What follows belongs to an exercise in optimizing a design on an open flow for small area; a production flow would make more cautious choices.
In this exercise RTL edits were held to simulation tests only and were not proved equivalent to the original.
Power figures rest on the tool's default switching activity, not on a simulated workload.

// top
module top (
    input  clk,
    input  rst,
    input  en,
    input  signed [7:0] adc_in,
    output wire [7:0] char_out,
    output wire char_valid,
    output wire signed [15:0] I_out,
    output wire signed [15:0] Q_out,
    output wire sweep_done,
    output wire signed [6:0] freq,
    output wire bit_tick,
    output wire bit_out
);
For scale: roughly 4900 cells after synthesis, ~1300 flip-flops, roughly 62 I/O pins, roughly 48000 um2 of cells after synthesis.
Settings: LEC_CHECK=0, ABC_AREA=1, CAP_MARGIN=20, CORE_MARGIN=2, CORE_UTILIZATION=65, CTS_BUF_LIST=sky130_fd_sc_hd__clkbuf_16, CTS_CLUSTER_DIAMETER=100, CTS_CLUSTER_SIZE=25, SLEW_MARGIN=20; clock period 20.0 ns.
standard.sh (not shown) runs the stock make flow with config.mk's settings and CLKGATE_MAP_FILE= SYNTH_SCRIPT=/design/flow/synth_recipe.tcl, a recipe that flattens the netlist after the stock synthesis.
==> flow/flow/run.sh <==
#!/bin/bash
# The standard layout (standard.sh) with these synthesis changes only:
#  - multipliers are Booth-encoded and adders keep Yosys's default carry logic:
#    SYNTH_OPERATIONS_ARGS="-booth"
#    replaces ORFS's "-extra-map lcu_kogge_stone.v";
#  - no full/half-adder cell extraction (empty ADDER_MAP_FILE);
#  - abc maps logic with Yosys's default area-oriented liberty script
#    (flow/abc_area.script) instead of ORFS's abc_area.script.
# The ORFS scripts are used from a copy in which only abc_area.script differs.
# Registers are mapped exactly as in the standard synthesis.
set -euo pipefail
rm -rf scripts_mod
cp -r "$FLOW_HOME/scripts" scripts_mod
cp flow/abc_area.script scripts_mod/abc_area.script
export SYNTH_OPERATIONS_ARGS="-booth"
export ADDER_MAP_FILE=""
bash standard.sh SCRIPTS_DIR="$PWD/scripts_mod" finish > standard.log 2>&1
==> flow/flow/abc_area.script <==
strash
&get -n
&fraig -x
&put
scorr
dc2
dretime
strash
&get -n
&dch -f
&nf
&put
Then changed:
--- a/flow/flow/run.sh
+++ b/flow/flow/run.sh
@@ -3,2 +3 @@
-#  - multipliers are Booth-encoded and adders keep Yosys's default carry logic:
-#    SYNTH_OPERATIONS_ARGS="-booth"
+#  - adders keep Yosys's default carry logic: a non-empty SYNTH_OPERATIONS_ARGS
@@ -15 +14 @@
-export SYNTH_OPERATIONS_ARGS="-booth"
+export SYNTH_OPERATIONS_ARGS="-nofsm"
- CORE_UTILIZATION: 65 -> 55
- CTS_CLUSTER_SIZE: 25 -> 22
Outcome: The changed run went through all stages and came out clean; design area rises by 2.5%; non-clock buffer count rises by 9; sequential power hardly moves; first-iteration DRC count falls by 3.6%; sequential cell count does not change; final cell count rises by 5.0%; utilization falls by 11 points; sequential share of layout area falls by 1.3 points.
Then changed:
--- a/flow/flow/run.sh
+++ b/flow/flow/run.sh
@@ -3 +3,2 @@
-#  - adders keep Yosys's default carry logic: a non-empty SYNTH_OPERATIONS_ARGS
+#  - multipliers are Booth-encoded and adders keep Yosys's default carry logic:
+#    SYNTH_OPERATIONS_ARGS="-booth"
@@ -14 +15 @@
-export SYNTH_OPERATIONS_ARGS="-nofsm"
+export SYNTH_OPERATIONS_ARGS="-booth"
- CTS_CLUSTER_DIAMETER: 100 -> 110
- CTS_CLUSTER_SIZE: 22 -> 28
After rerunning: The changed run finished clean. Synthesized area went down by 1.3%. Core utilization went down by 0.39 points. Wire length went down by 2.9%. Power went down by 5.0%. Via count went down by 1.9%. Design area went down by 2.2%. Global-route usage went down by 0.53 points. Worst setup slack improved by 0.29 ns. Cell count went down by 1.8%. Clock power went down by about 10%.
Then changed:
--- a/flow/flow/run.sh
+++ b/flow/flow/run.sh
@@ -7,2 +7,3 @@
-#  - abc maps logic with Yosys's default area-oriented liberty script
-#    (flow/abc_area.script) instead of ORFS's abc_area.script.
+#  - abc maps logic with an area-oriented script (flow/abc_area.script:
+#    Yosys's default liberty-mapping script with extra AIG rewriting and
+#    area recovery) instead of ORFS's abc_area.script.
==> flow/flow/abc_area.script (replaced) <==
strash
&get -n
&fraig -x
&put
scorr
dc2
dretime
strash
balance
rewrite
refactor
balance
rewrite
rewrite -z
balance
refactor -z
rewrite -z
balance
dc2
balance
rewrite
refactor
balance
rewrite
rewrite -z
balance
refactor -z
rewrite -z
balance
dc2
strash
&get -n
&dch -f
&nf -R 1000
&put
strash
&get -n
&dch -f
&nf -R 1000
&put
- CTS_CLUSTER_DIAMETER: 110 -> 100
- CTS_CLUSTER_SIZE: 28 -> 25
After rerunning: Worst setup slack got worse by 0.68 ns. Register-to-register slack degrades by 0.88 ns. Non-clock buffer count is unchanged. Utilization rose by 0.12 points. Total power rose slightly. Cell area goes down slightly. Global-route usage is higher by 0.35 points. Cell count is lower by a few percent. Routed wire length drops slightly. Via count decreases by a few percent. Fmax falls by a few percent.

-- afterwards: timing with drivers on the ports --
The flow's constraints put no driver on any port. The routed layouts listed below were extracted and timed again, unchanged, in two steps.
Step 1 sets driving cells, clkbuf_16 on the clock port and buf_2 on the other inputs (assumed; they add their load-dependent delay and slew).
Step 2 times the ports against the registers' clock, not the clock port: input delays grow and output delays shrink by t, the midpoint of the rising clock arrivals with the driver on.
Slacks: no drivers / after step 1 / after step 2; pairs: no drivers / after step 1.
run	shift t [ns]	setup WS [ns]	worst hold slack (ns)	worst setup path after step 2
the first run	0.726	6.286 / 6.315 / 5.589	0.323 / 0.323 / 0.323	input to register
the second run	0.709	5.820 / 5.850 / 5.141	0.316 / 0.316 / 0.316	input to register
the third run	0.714	6.111 / 6.139 / 5.425	0.313 / 0.313 / 0.313	input to register
the fourth run	0.730	5.430 / 5.460 / 4.730	0.313 / 0.313 / 0.313	input to register
After both steps setup and hold are still met in every run listed. The setup slack of the fourth run, which loses most, moves by +0.030 ns with the drivers and by -0.700 ns with both steps.
